Source: an optimization exercise on an open RTL-to-GDS flow (aim: small area). Production flows keep margins and buffers that such runs may drop. Only simulation tests tie the RTL to the original design; equivalence was not proved. No activity file was given, so power comes from the tool's default toggle rates.

`flow/run.sh`:
```
#!/bin/bash
# synth_recipe.tcl (not shown) runs the flow's synth.tcl, then flattens the netlist and writes it again
# the make line also repeats each setting of config.mk as NAME=value (left out here)
make -C /OpenROAD-flow-scripts/flow DESIGN_CONFIG=/design/flow/config.mk WORK_HOME=/design/flow/orfs CLKGATE_MAP_FILE= SYNTH_SCRIPT=/design/flow/synth_recipe.tcl finish
```
`flow/config.mk`:
```
export PLATFORM = sky130hd
export DESIGN_NAME = memory
export DESIGN_NICKNAME = memory
export VERILOG_FILES = /design/flow/design.v
export SDC_FILE = /design/flow/constraint.sdc
export NUM_CORES = 4
export LEC_CHECK = 0
export CAP_MARGIN = 20
export CORE_MARGIN = 2
export CORE_UTILIZATION = 40
export SLEW_MARGIN = 20
```
`flow/constraint.sdc`:
```
create_clock -name core_clock -period 10.0 [get_ports {clk_100M}]
set_input_delay 2.0000 -clock core_clock [delete_from_list [all_inputs] [get_ports {clk_100M}]]
set_output_delay 2.0000 -clock core_clock [all_outputs]
set_load 0.01 [all_outputs]
```
`flow/design.v`:
```
`timescale 1ns / 10ps
module memory(
    input clk_100M,
    input reset,
    input rst,
    input str,
    input [7:0] sw,
    input debug,
    input entr,
    input bld,
    output reg [3:0] an,
    output reg [6:0] seg,
    output reg [15:0] led,
    output wire out,
    output o_shutdown_n,
    output o_gain,
    output o_connect_n
    );
    assign	o_shutdown_n = 1'b1;
    assign  o_connect_n = 1'b1;
    assign  o_gain = 1'b1;
    reg [31:0] counter;
    reg [3:0] seconds;
    wire [14:0] random;
    wire chk1, chk2, db0;
    wire rst_clean;
    wire chk3, chk4, db1;
    wire str_clean;
    wire chk5, chk6, db2;
    wire entr_clean;
    wire chk7, chk8, db3;
    wire bld_clean;
    reg [31:0] pause_counter, pause_counter2;
    reg enable;
    reg enable1, enable2, enable3, enable4, enable5;
    reg [7:0] sound_sel;
    reg [2:0] level;
    reg [7:0] sequence_1;
    reg [15:0] sequence_2;
    reg [23:0] sequence_3;
    reg [31:0] sequence_4;
    reg [39:0] sequence_5;
    reg [7:0] in_sw1;
    reg [15:0] in_sw2;
    reg [23:0] in_sw3;
    reg [31:0] in_sw4;
    reg [39:0] in_sw5;
    reg cleared1;
    reg stall;
    reg regen;
    reg [31:0] win_counter;
    reg win_enable;
    localparam [31:0] CNT_MAX = 999;
    localparam [31:0] PAUSE1 = 5994;
    localparam [31:0] PAUSE2 = 11988;
    localparam [31:0] PAUSE3 = 17982;
    localparam [31:0] PAUSE4 = 23976;
    localparam [31:0] PAUSE5 = 29970;
    localparam [31:0] WIN_TIME = 11988;
    reg [3:0] bld_cnt;
    always@(posedge clk_100M) begin
        if (reset)
            counter <= 0;
        else begin
        counter <= counter + 1;
        if (counter == CNT_MAX)
            counter <= 0;
        end
    end
    assign random = {counter[7]^counter[5], counter[6]^counter[4], counter[5]^counter[3], 
                     counter[4]^counter[2], counter[3]^counter[1], counter[2]^counter[0],
                     counter[5]^counter[3], counter[7]^counter[5], counter[6]^counter[4],
                     counter[7]^counter[4], counter[6]^counter[3], counter[5]^counter[2],
                     counter[4]^counter[1], counter[3]^counter[0], counter[2]^counter[7]};
    always @(posedge clk_100M) begin
        if (reset) begin
            sequence_1 <= 0;
            sequence_2 <= 0;
            sequence_3 <= 0;
            sequence_4 <= 0;
            sequence_5 <= 0;
        end
        else if (str_clean || rst_clean || regen) begin
            case(random[2:0])
                3'b000: sequence_1 <= 8'b00000001;
                3'b001: sequence_1 <= 8'b00000010;
                3'b010: sequence_1 <= 8'b00000100;
                3'b011: sequence_1 <= 8'b00001000;
                3'b100: sequence_1 <= 8'b00010000;
                3'b101: sequence_1 <= 8'b00100000;
                3'b110: sequence_1 <= 8'b01000000;
                3'b111: sequence_1 <= 8'b10000000;
            endcase
            case(random[5:3])
                3'b000: sequence_2 <= {sequence_1, 8'b00000001};
                3'b001: sequence_2 <= {sequence_1, 8'b00000010};
                3'b010: sequence_2 <= {sequence_1, 8'b00000100};
                3'b011: sequence_2 <= {sequence_1, 8'b00001000};
                3'b100: sequence_2 <= {sequence_1, 8'b00010000};
                3'b101: sequence_2 <= {sequence_1, 8'b00100000};
                3'b110: sequence_2 <= {sequence_1, 8'b01000000};
                3'b111: sequence_2 <= {sequence_1, 8'b10000000};
            endcase
            case(random[8:6])
                3'b000: sequence_3 <= {sequence_2, 8'b00000001};
                3'b001: sequence_3 <= {sequence_2, 8'b00000010};
                3'b010: sequence_3 <= {sequence_2, 8'b00000100};
                3'b011: sequence_3 <= {sequence_2, 8'b00001000};
                3'b100: sequence_3 <= {sequence_2, 8'b00010000};
                3'b101: sequence_3 <= {sequence_2, 8'b00100000};
                3'b110: sequence_3 <= {sequence_2, 8'b01000000};
                3'b111: sequence_3 <= {sequence_2, 8'b10000000};
            endcase
            case(random[11:9])
                3'b000: sequence_4 <= {sequence_3, 8'b00000001};
                3'b001: sequence_4 <= {sequence_3, 8'b00000010};
                3'b010: sequence_4 <= {sequence_3, 8'b00000100};
                3'b011: sequence_4 <= {sequence_3, 8'b00001000};
                3'b100: sequence_4 <= {sequence_3, 8'b00010000};
                3'b101: sequence_4 <= {sequence_3, 8'b00100000};
                3'b110: sequence_4 <= {sequence_3, 8'b01000000};
                3'b111: sequence_4 <= {sequence_3, 8'b10000000};
            endcase
            case(random[14:12])
                3'b000: sequence_5 <= {sequence_4, 8'b00000001};
                3'b001: sequence_5 <= {sequence_4, 8'b00000010};
                3'b010: sequence_5 <= {sequence_4, 8'b00000100};
                3'b011: sequence_5 <= {sequence_4, 8'b00001000};
                3'b100: sequence_5 <= {sequence_4, 8'b00010000};
                3'b101: sequence_5 <= {sequence_4, 8'b00100000};
                3'b110: sequence_5 <= {sequence_4, 8'b01000000};
                3'b111: sequence_5 <= {sequence_4, 8'b10000000};
            endcase   
        end
    end
    always @(posedge clk_100M) begin
      if (reset) begin
        level <= 1;
        seg = 7'b1001111;
        an <= 4'b1110;
        pause_counter <= 0;
        enable <= 0;
        enable1 <= 0;
        enable2 <= 0;
        enable3 <= 0;
        enable4 <= 0;
        enable5 <= 0;
        led <= 16'b0;
        sound_sel <= 0;
        win_counter <= 0;
        win_enable <= 0;
        in_sw1 <= 0;
        bld_cnt <= 0;
        regen <= 0;
        stall <= 0;
      end
      else begin
        case(level)
            3'b001: seg = 7'b1001111;  
            3'b010: seg = 7'b0010010;  
            3'b011: seg = 7'b0000110;  
            3'b100: seg = 7'b1001100;  
            3'b101: seg = 7'b0100100;  
            3'b110: seg = 7'b0100000;  
        endcase
        an <= 4'b1110;
        if (enable1 == 1) begin
            pause_counter <= pause_counter + 1;
            if (pause_counter == PAUSE1) begin
                pause_counter <= 0;
                enable <= 0;
                enable1 <= 0;
                led <= 16'b0;
            end
        end  
        if (enable2 == 1) begin
            pause_counter <= pause_counter + 1;
            if (pause_counter == PAUSE1) begin
                led <= sequence_2[7:0];
                sound_sel <= sequence_2[7:0];
                enable <= 1;
            end
            if (pause_counter == PAUSE2) begin
                pause_counter <= 0;
                enable <= 0;
                enable2 <= 0;
                led <= 16'b0;
            end
        end
        if (enable3 == 1) begin
            pause_counter <= pause_counter + 1;
            if (pause_counter == PAUSE1) begin
                led <= sequence_2[7:0];
                sound_sel <= sequence_2[7:0];
            end
            if (pause_counter == PAUSE2) begin
                led <= sequence_3[7:0];
                sound_sel <= sequence_3[7:0];
                enable <= 1;
            end
            if (pause_counter == PAUSE3) begin
                pause_counter <= 0;
                enable <= 0;
                enable3 <= 0;
                led <= 16'b0;
            end
        end
        if (enable4 == 1) begin
            pause_counter <= pause_counter + 1;
            if (pause_counter == PAUSE1) begin
                led <= sequence_2[7:0];
                sound_sel <= sequence_2[7:0];
            end
            if (pause_counter == PAUSE2) begin
                led <= sequence_3[7:0];
                sound_sel <= sequence_3[7:0];
            end
            if (pause_counter == PAUSE3) begin
                led <= sequence_4[7:0];
                sound_sel <= sequence_4[7:0];
                enable <= 1;
            end
            if (pause_counter == PAUSE4) begin
                pause_counter <= 0;
                enable <= 0;
                enable4 <= 0;
                led <= 16'b0;
            end
        end
        if (enable5 == 1) begin
            pause_counter <= pause_counter + 1;
            if (pause_counter == PAUSE1) begin
                led <= sequence_2[7:0];
                sound_sel <= sequence_2[7:0];
            end
            if (pause_counter == PAUSE2) begin
                led <= sequence_3[7:0];
                sound_sel <= sequence_3[7:0];
            end
            if (pause_counter == PAUSE3) begin
                led <= sequence_4[7:0];
                sound_sel <= sequence_4[7:0];
            end
            if (pause_counter == PAUSE4) begin
                led <= sequence_5[7:0];
                sound_sel <= sequence_5[7:0];
                enable <= 1;
            end
            if (pause_counter == PAUSE5) begin
                pause_counter <= 0;
                enable <= 0;
                enable5 <= 0;
                led <= 16'b0;
            end
        end
        if (win_enable) begin
            win_counter <= win_counter + 1;
            if (win_counter == WIN_TIME) begin
                win_counter <= 0;
                win_enable <= 0;
                led <= 16'b0;
                level <= 1;
            end
        end
        if (bld_clean) begin
            case(level)
            3'b001: in_sw1 <= sw;
            3'b010: bld_cnt <= bld_cnt + 1;
            3'b011: bld_cnt <= bld_cnt + 1;
            3'b100: bld_cnt <= bld_cnt + 1;
            3'b101: bld_cnt <= bld_cnt + 1;
            endcase
        end
        if (entr_clean || rst_clean) begin
            bld_cnt <= 1;
            case(level)
            3'b001: begin
                regen <= 0;
                if (!rst_clean) begin
                    sound_sel <= sequence_1;
                    led <= sequence_1;
                    enable <= 1;    
                    enable1 <= 1; 
                end         
                if (in_sw1 == sequence_1) begin
                    level <= level + 1;
                    stall <= 1;
                end 
                else begin
                    level <= 1;
                end
                if (rst_clean) begin
                    level <= 1;
                end
            end
            3'b010: begin
                if (!rst_clean) begin
                    sound_sel <= sequence_1;
                    led <= sequence_1;
                    enable <= 1;
                    enable2 <= 1;
                end
                if (in_sw2 == {sequence_2[7:0], sequence_1}) begin
                    level <= level + 1;
                end 
                if (rst_clean) begin
                    level <= 1;
                end
            end
            3'b011: begin
                if (!rst_clean) begin
                    sound_sel <= sequence_1;
                    led <= sequence_1;
                    enable <= 1;
                    enable3 <= 1;
                end
                if (in_sw3 == {sequence_3[7:0], sequence_2[7:0], sequence_1}) begin
                    level <= level + 1;
                end 
                if (rst_clean) begin
                    level <= 1;
                end
            end
            3'b100: begin
                if (!rst_clean) begin
                    sound_sel <= sequence_1;
                    led <= sequence_1;
                    enable <= 1;
                    enable4 <= 1;
                end
                if (in_sw4 == {sequence_4[7:0], sequence_3[7:0], sequence_2[7:0], sequence_1}) begin
                    level <= level + 1;
                end
                if (rst_clean) begin
                    level <= 1;
                end
            end
            3'b101: begin
                if (in_sw5 == {sequence_5[7:0], sequence_4[7:0], sequence_3[7:0], sequence_2[7:0], sequence_1}) begin
                    led <= 16'b1111111111111111;
                    win_enable <= 1;
                end
                else begin
                    sound_sel <= sequence_1;
                    led <= sequence_1;
                    enable <= 1;
                    enable5 <= 1;
                end
            end
            endcase
        end
      end
    end
    always@ (posedge clk_100M) begin
      if (reset) begin
        in_sw2 <= 0;
        in_sw3 <= 0;
        in_sw4 <= 0;
        in_sw5 <= 0;
      end
      else
        case (bld_cnt)
            4'b0001: begin
                in_sw2[7:0] <= sw;
                in_sw3[7:0] <= sw;
                in_sw4[7:0] <= sw;
                in_sw5[7:0] <= sw;
            end
            4'b0011: begin
                in_sw2[15:8] <= sw;
                in_sw3[15:8] <= sw;
                in_sw4[15:8] <= sw;
                in_sw5[15:8] <= sw;
            end
            4'b0101: begin 
                in_sw3[23:16] <= sw;
                in_sw4[23:16] <= sw;
                in_sw5[23:16] <= sw;
            end
            4'b0111: begin
                in_sw4[31:24] <= sw;
                in_sw5[31:24] <= sw;
            end
            4'b1001: begin
                in_sw5[39:32] <= sw;
            end
        endcase 
    end
    delay_chk d0(clk_100M, reset, counter[0], rst, db0);
    delay_chk d2(clk_100M, reset, counter[0], db0, chk1);
    delay_chk d3(clk_100M, reset, counter[0], chk1, chk2);
    assign rst_clean = chk1 & ~chk2;
    delay_chk d4(clk_100M, reset, counter[0], str, db1);
    delay_chk d5(clk_100M, reset, counter[0], db1, chk3);
    delay_chk d6(clk_100M, reset, counter[0], chk3, chk4);
    assign str_clean = chk3 & ~chk4;    
    delay_chk d7(clk_100M, reset, counter[0], entr, db2);
    delay_chk d8(clk_100M, reset, counter[0], db2, chk5);
    delay_chk d9(clk_100M, reset, counter[0], chk5, chk6);
    assign entr_clean = chk5 & ~chk6; 
    delay_chk d10(clk_100M, reset, counter[0], bld, db3);
    delay_chk d11(clk_100M, reset, counter[0], db3, chk7);
    delay_chk d12(clk_100M, reset, counter[0], chk7, chk8);
    assign bld_clean = chk7 & ~chk8; 
    fpgaudio_oscillator fo0(clk_100M, reset, sound_sel, enable , out);
endmodule
module delay_chk (input D_clock, reset, slow_clk, D, output reg Q);
    always@(posedge D_clock) begin
        if (reset)
            Q <= 0;
        else if (slow_clk == 1)
            Q <= D;
    end
endmodule
module fpgaudio_oscillator(
  input wire clk,
  input wire reset,
  input wire [7:0] sound_sel,
  input wire enable,
  output wire out
);
    reg [7:0] track;
    reg [7:0] midi;
    wire [6:0] small_midi;
    wire [31:0] cursor0;
    assign cursor0 = 32'd0;
    assign small_midi = midi[6:0];
    reg [383:0] octave;
    always@ (posedge clk) begin
      if (reset) begin
        midi <= 0;
        track <= 0;
        octave <= 0;
      end
      else begin
        midi <= {track[cursor0+7],track[cursor0+6],track[cursor0+5],track[cursor0+4],track[cursor0+3],track[cursor0+2],track[cursor0+1],track[cursor0+0]};
        case(sound_sel)
        8'b00000001: begin
            track <= 8'h40;
            octave <= 384'h000009e200000a7900000b1800000bc100000c7400000d3200000dfb00000ed000000fb1000010a00000119d000012a9;
        end
        8'b00000010: begin
            track <= 8'h42;
            octave <= 384'h000009e200000a7900000b1800000bc100000c7400000d3200000dfb00000ed000000fb1000010a00000119d000012a9;
        end   
        8'b00000100: begin
            track <= 8'h44;
            octave <= 384'h000009e200000a7900000b1800000bc100000c7400000d3200000dfb00000ed000000fb1000010a00000119d000012a9;
        end     
        8'b00001000: begin
            track <= 8'h46;
            octave <= 384'h000009e200000a7900000b1800000bc100000c7400000d3200000dfb00000ed000000fb1000010a00000119d000012a9;
        end
        8'b00010000: begin
            track <= 8'h48;
            octave <= 384'h000009e200000a7900000b1800000bc100000c7400000d3200000dfb00000ed000000fb1000010a00000119d000012a9;
        end
        8'b00100000: begin
            track <= 8'h4A;
            octave <= 384'h000009e200000a7900000b1800000bc100000c7400000d3200000dfb00000ed000000fb1000010a00000119d000012a9;
        end 
        8'b01000000: begin
            track <= 8'h4C;
            octave <= 384'h000009e200000a7900000b1800000bc100000c7400000d3200000dfb00000ed000000fb1000010a00000119d000012a9;
        end
        8'b10000000: begin
            track <= 8'h4E;
            octave <= 384'h000009e200000a7900000b1800000bc100000c7400000d3200000dfb00000ed000000fb1000010a00000119d000012a9;
        end                                       
        endcase
      end
    end
    wire [8:0] i = (small_midi % 12) << 5;
    wire [31:0] base_period = {octave[i+31],octave[i+30],octave[i+29],octave[i+28],octave[i+27],octave[i+26],octave[i+25],octave[i+24],octave[i+23],octave[i+22],octave[i+21],octave[i+20],octave[i+19],octave[i+18],octave[i+17],octave[i+16],octave[i+15],octave[i+14],octave[i+13],octave[i+12],octave[i+11],octave[i+10],octave[i+9],octave[i+8],octave[i+7],octave[i+6],octave[i+5],octave[i+4],octave[i+3],octave[i+2],octave[i+1],octave[i+0]};
    wire [31:0] period = base_period >> (small_midi / 12);
    wire [15:0] internal_out;
    fpgaudio_divider fd_midi(clk, reset, period, internal_out);
    assign out = enable ? internal_out : 1'b0;
endmodule
module fpgaudio_divider(
  input wire clk,
  input wire reset,
  input wire [31:0] period_t,
  output reg dclk
);
reg [31:0] t;
wire [31:0] t_inc = t + 1;
always @(posedge clk) begin
  if (reset) begin
    t <= 0;
    dclk <= 0;
  end
  else if (t_inc >= period_t) begin
    t <= 0;
    dclk <= ~dclk;
  end
  else
    t <= t_inc;
end
endmodule
```
==> results.txt <==
## layout by cell type (no fill, tap or decap), drive strengths merged, types with 14 or more instances in the layout
master         count
nand2b            25
ha                29
nand3             82
nand4             47
nor3              32
a21o              18
clkbuf            48
dfxtp            281
nor2b             33
o21ai             87
xnor2             72
nor4              33
mux2i             47
and3              33
a21oi            126
clkdlybuf4s50     36
conb              26
xor2             102
o22ai             14
nor2             289
nand2            193
inv               30
a22oi             35
## critical path, stage by stage (launching register included)
cell	delay, ps
dfxtp_1	550
inv_1	160
ha_1	350
a21o_1	260
or3_1	500
o21ai_1	630
nor2_1	160
nor2_1	380
nand4b_1	230
nor3_4	430
nand2_1	100
a21oi_1	160
## power by group
group          internal, W  switching [W]
clock network     0.000606       0.000453
logic            0.0000814       0.000126
registers          0.00114      0.0000326
total              0.00183       0.000611
## layer usage
layer / share of wire / vias up
li1: - / 6706
met1: 0.46 / 6428
met2: 0.45 / 418
met3: 0.055 / 89
met4: 0.033 / 0
met5: 0 / -
## state kept, by name, indices dropped and copies added, names as in the netlist, 16 cells and up
name and flops:
win_counter 32, in_sw2 16, fo0.fd_midi.t 32, counter 32, led 16, pause_counter 32
## metrics by stage
stage | cells | util | total power (W) | hold slack (ps) | setup WS, ps
after global routing | 2446 | 0.449 | 0.00255 | 479 | 5710
after CTS | 2446 | 0.449 | 0.00246 | 453 | 6130
after floorplan | 1953 | - | 0.00135 | 432 | 6860
final | 2446 | 0.449 | 0.00244 | 448 | 6010
after detailed placement | 2391 | 0.424 | 0.00140 | 445 | 5830
after global placement | 2391 | 0.424 | 0.00140 | 442 | 5860
## logic make-up after synthesis
group / Yosys count / synth area share
compound gates: 401 / 0.168
xor+xnor: 174 / 0.0989
fa+ha+maj: 29 / 0.0235
buf+inv: 151 / 0.0434
flops: 281 / 0.365
mux: 49 / 0.0322
other cells: 2 / 0.000487
simple gates: 842 / 0.269
## cell type report
type	instances	area (sq um)	share of cell area
Timing Repair Buffer	49	458	0.0270
Multi-Input combinational cell	1521	9220	0.543
Inverter	29	109	0.00641
Clock buffer	48	890	0.0524
Tap cell	511	639	0.0377
Sequential cell	281	5630	0.331
Clock inverter	7	41.3	0.00243
## worst min path at each step
stage | slack, ps | endpoint | cells after the start | from
finish | 450 | fo0.track[2] | 2 | fo0.track[2]
global route | 480 | led[8] | 2 | led[8]
CTS | 450 | fo0.track[2] | 2 | fo0.track[2]
detailed placement | 450 | fo0.track[2] | 2 | fo0.track[2]
global placement | 440 | fo0.track[2] | 2 | fo0.track[2]
floorplan | 430 | fo0.track[2] | 2 | fo0.track[2]
==> flow_summary.html <==
<table>
<tr><th>Metric</th><th>Value</th></tr>
<tr><th colspan="2">Run status</th></tr>
<tr><td>Result of the run</td><td>finished clean</td></tr>
<tr><th colspan="2">Yosys</th></tr>
<tr><td>Most common cell in the netlist</td><td>nor2_1</td></tr>
<tr><td>Post-synth cell types</td><td>94</td></tr>
<tr><td>Most area-consuming cells after synthesis</td><td>dfxtp_1 36%, nor2_1 7.0%, xor2_1 5.8%</td></tr>
<tr><td>Async SR Flop Fraction</td><td>0</td></tr>
<tr><td>Cell type with the highest aggregate area in the netlist</td><td>dfxtp_1</td></tr>
<tr><td>Most frequent cells after synthesis</td><td>287 x nor2_1, 281 x dfxtp_1, 192 x nand2_1</td></tr>
<tr><td>Dominant synthesized flop cell</td><td>dfxtp_1</td></tr>
<tr><td>Fraction of post-synthesis cell area in the top cell type by area</td><td>0.365</td></tr>
<tr><td>Synthesized netlist cell count</td><td>1929</td></tr>
<tr><td>Mapped cell area</td><td>15400 sq um</td></tr>
<tr><td>Part of the Yosys area used for sequential elements</td><td>0.365</td></tr>
<tr><td>Number of warning messages in the yosys log</td><td>5</td></tr>
<tr><td>Seq cells post-synth</td><td>281</td></tr>
<tr><td>Synth Area per Inst</td><td>7.99 sq um</td></tr>
<tr><td>Number of enable-type register cells in the synthesized netlist</td><td>0</td></tr>
<tr><th colspan="2">Global route</th></tr>
<tr><td>GR met3 Demand/Resource</td><td>0.0296</td></tr>
<tr><td>Wire length of the first global-routing pass</td><td>67200 um</td></tr>
<tr><td>Met1 Resource Use GR</td><td>0.273</td></tr>
<tr><td>Initial antenna violation count</td><td>0</td></tr>
<tr><td>Vias in the first global route</td><td>12659</td></tr>
<tr><td>Total Routing Usage GR</td><td>0.201</td></tr>
<tr><td>Maximum number of pins on one net before global-route repair</td><td>74</td></tr>
<tr><td>Met2 routing resource usage after global routing</td><td>0.327</td></tr>
<tr><td>Global route overflow</td><td>0</td></tr>
<tr><td>Most crowded layer after global routing</td><td>met2</td></tr>
<tr><th colspan="2">Place</th></tr>
<tr><td>Placement-stage cell area</td><td>16100 sq um</td></tr>
<tr><td>Detailed Place HPWL</td><td>29400 um</td></tr>
<tr><td>Final weighted congestion in routability-driven placement</td><td>0.927</td></tr>
<tr><td>Quantity of I/O buffers inserted on ports</td><td>37</td></tr>
<tr><th colspan="2">Clocking</th></tr>
<tr><td>Resize count post-CTS</td><td>0</td></tr>
<tr><td>TritonCTS clock tree</td><td>yes</td></tr>
<tr><td>Number of buffers inserted by hold repair at cts</td><td>0</td></tr>
<tr><td>Clock sink count</td><td>281</td></tr>
<tr><td>Clock slew at reported path FFs</td><td>60 ps</td></tr>
<tr><td>Maximum number of buffers from clock root to sink</td><td>3</td></tr>
<tr><td>Number of setup buffers added after CTS</td><td>0</td></tr>
<tr><td>H-tree depth</td><td>1</td></tr>
<tr><td>Number of buffers created by CTS</td><td>31</td></tr>
<tr><td>Later-pin clock latency in the skew report</td><td>580 ps</td></tr>
<tr><td>CTS Root Cell</td><td>clkbuf_16</td></tr>
<tr><th colspan="2">Routing</th></tr>
<tr><td>Residual antenna-violating net count after detailed routing</td><td>0</td></tr>
<tr><td>Detailed router's first-iteration violation count</td><td>1115</td></tr>
<tr><td>Number of vias per cell after detailed routing</td><td>5.58</td></tr>
<tr><td>Detail-routed net length per standard cell</td><td>16.8 um</td></tr>
<tr><td>DRC viols</td><td>0</td></tr>
<tr><td>Vias post-DR</td><td>13641</td></tr>
<tr><td>Detailed Route WL</td><td>41200 um</td></tr>
<tr><td>Length of the first detailed-routing pass in iterations</td><td>6</td></tr>
<tr><th colspan="2">Run</th></tr>
<tr><td># Max-Cap Violations</td><td>0</td></tr>
<tr><th colspan="2">STA</th></tr>
<tr><td>Count of final max-slew check failures</td><td>0</td></tr>
<tr><td>Transition at the pin with the smallest max-transition slack</td><td>1180 ps</td></tr>
<tr><td>Maximum clock frequency</td><td>250 MHz</td></tr>
<tr><td>Final critical-path required period</td><td>3990 ps</td></tr>
<tr><td>Final-report hold violation count</td><td>0</td></tr>
<tr><td>Number of endpoints failing setup at the final stage</td><td>0</td></tr>
<tr><td>Setup TNS Final</td><td>0 ps</td></tr>
<tr><td>Setup repair after global routing missed its margin</td><td>false</td></tr>
<tr><td>Share of the cycle needed by the critical path after routing</td><td>0.399</td></tr>
<tr><td>Relative slew slack</td><td>0.214</td></tr>
<tr><td>Setup clock skew after layout</td><td>23.1 ps</td></tr>
<tr><th colspan="2">Final layout</th></tr>
<tr><td>Final antenna diode count</td><td>0</td></tr>
<tr><td>Number of fillers in the final layout</td><td>3838</td></tr>
<tr><td>Final layout net count</td><td>1957</td></tr>
<tr><td>Fraction of final layout cells with drive strength greater than 1</td><td>0.0553</td></tr>
<tr><td>Syn-to-layout area delta</td><td>10.2%</td></tr>
<tr><td>Area of all placed cells without fillers</td><td>17000 sq um</td></tr>
<tr><th colspan="2">Setup path</th></tr>
<tr><td>Worst Setup End Kind</td><td>flip-flop</td></tr>
<tr><td>Worst Setup EP</td><td>led[14]</td></tr>
<tr><td>R2r setup slk</td><td>6010 ps</td></tr>
<tr><td>Worst reg2reg path startpoint</td><td>level[2]</td></tr>
<tr><td>Crit path kind</td><td>flip-flop to flip-flop</td></tr>
<tr><td>Endpoint of the most critical register-to-register path</td><td>led[14]</td></tr>
<tr><td>Required time of the worst setup path</td><td>10480 ps</td></tr>
<tr><td>Worst R2R Path Depth</td><td>11</td></tr>
<tr><td>Critical path arrival</td><td>4480 ps</td></tr>
<tr><td>Kind of start point of the critical path</td><td>flip-flop</td></tr>
<tr><td>Highest fanout seen on the critical path</td><td>12</td></tr>
<tr><td>Launch point of the worst path</td><td>level[2]</td></tr>
<tr><th colspan="2">Hold path</th></tr>
<tr><td>Worst min-delay path class</td><td>flip-flop to flip-flop</td></tr>
<tr><th colspan="2">Die</th></tr>
<tr><td>Effective utilization at floorplan</td><td>0.407</td></tr>
<tr><td>Ports placed on the boundary</td><td>46</td></tr>
<tr><td>Die Area</td><td>40100 sq um</td></tr>
<tr><td>Y dimension of the die</td><td>200 um</td></tr>
<tr><td>Core Rows</td><td>71</td></tr>
<tr><td>Std-Cell Core Area</td><td>37800 sq um</td></tr>
<tr><td>Horizontal die dimension</td><td>200 um</td></tr>
<tr><th colspan="2">Pwr</th></tr>
<tr><td>IR drop worst, VDD</td><td>0.000128 V</td></tr>
<tr><td>Reported leakage power</td><td>6.23 nW</td></tr>
<tr><td>PD cells</td><td>144 nW/um^2</td></tr>
</table>

-- re-timing with driven ports --
How much do the figures lean on ideal ports? The routed layout below was timed once more, with nothing changed but the port constraints. Step 1: set_driving_cell puts a clkbuf_16 on clk_100M and a buf_2 on each other input, an assumption about the parent block. Step 2, shift: input delay + t, output delay - t, t = (earliest + latest rising clock arrival at the registers) / 2. This alone moves slack from input paths to output paths. a / b / c = ideal ports / drivers / drivers and shift; a / b = the first two.
t, ns: 0.625
setup slack, ns: 6.006 / 6.006 / 5.825
hold slack, ns: 0.448 / 0.448 / 0.448
worst register clock-pin slew, ns: 0.06 / 0.06
worst slew at a driven data input, ns: 0.03
After both steps this run still meets setup and hold. For this run, drivers alone change the setup slack by 0.000 ns; drivers and shift together by -0.181 ns.
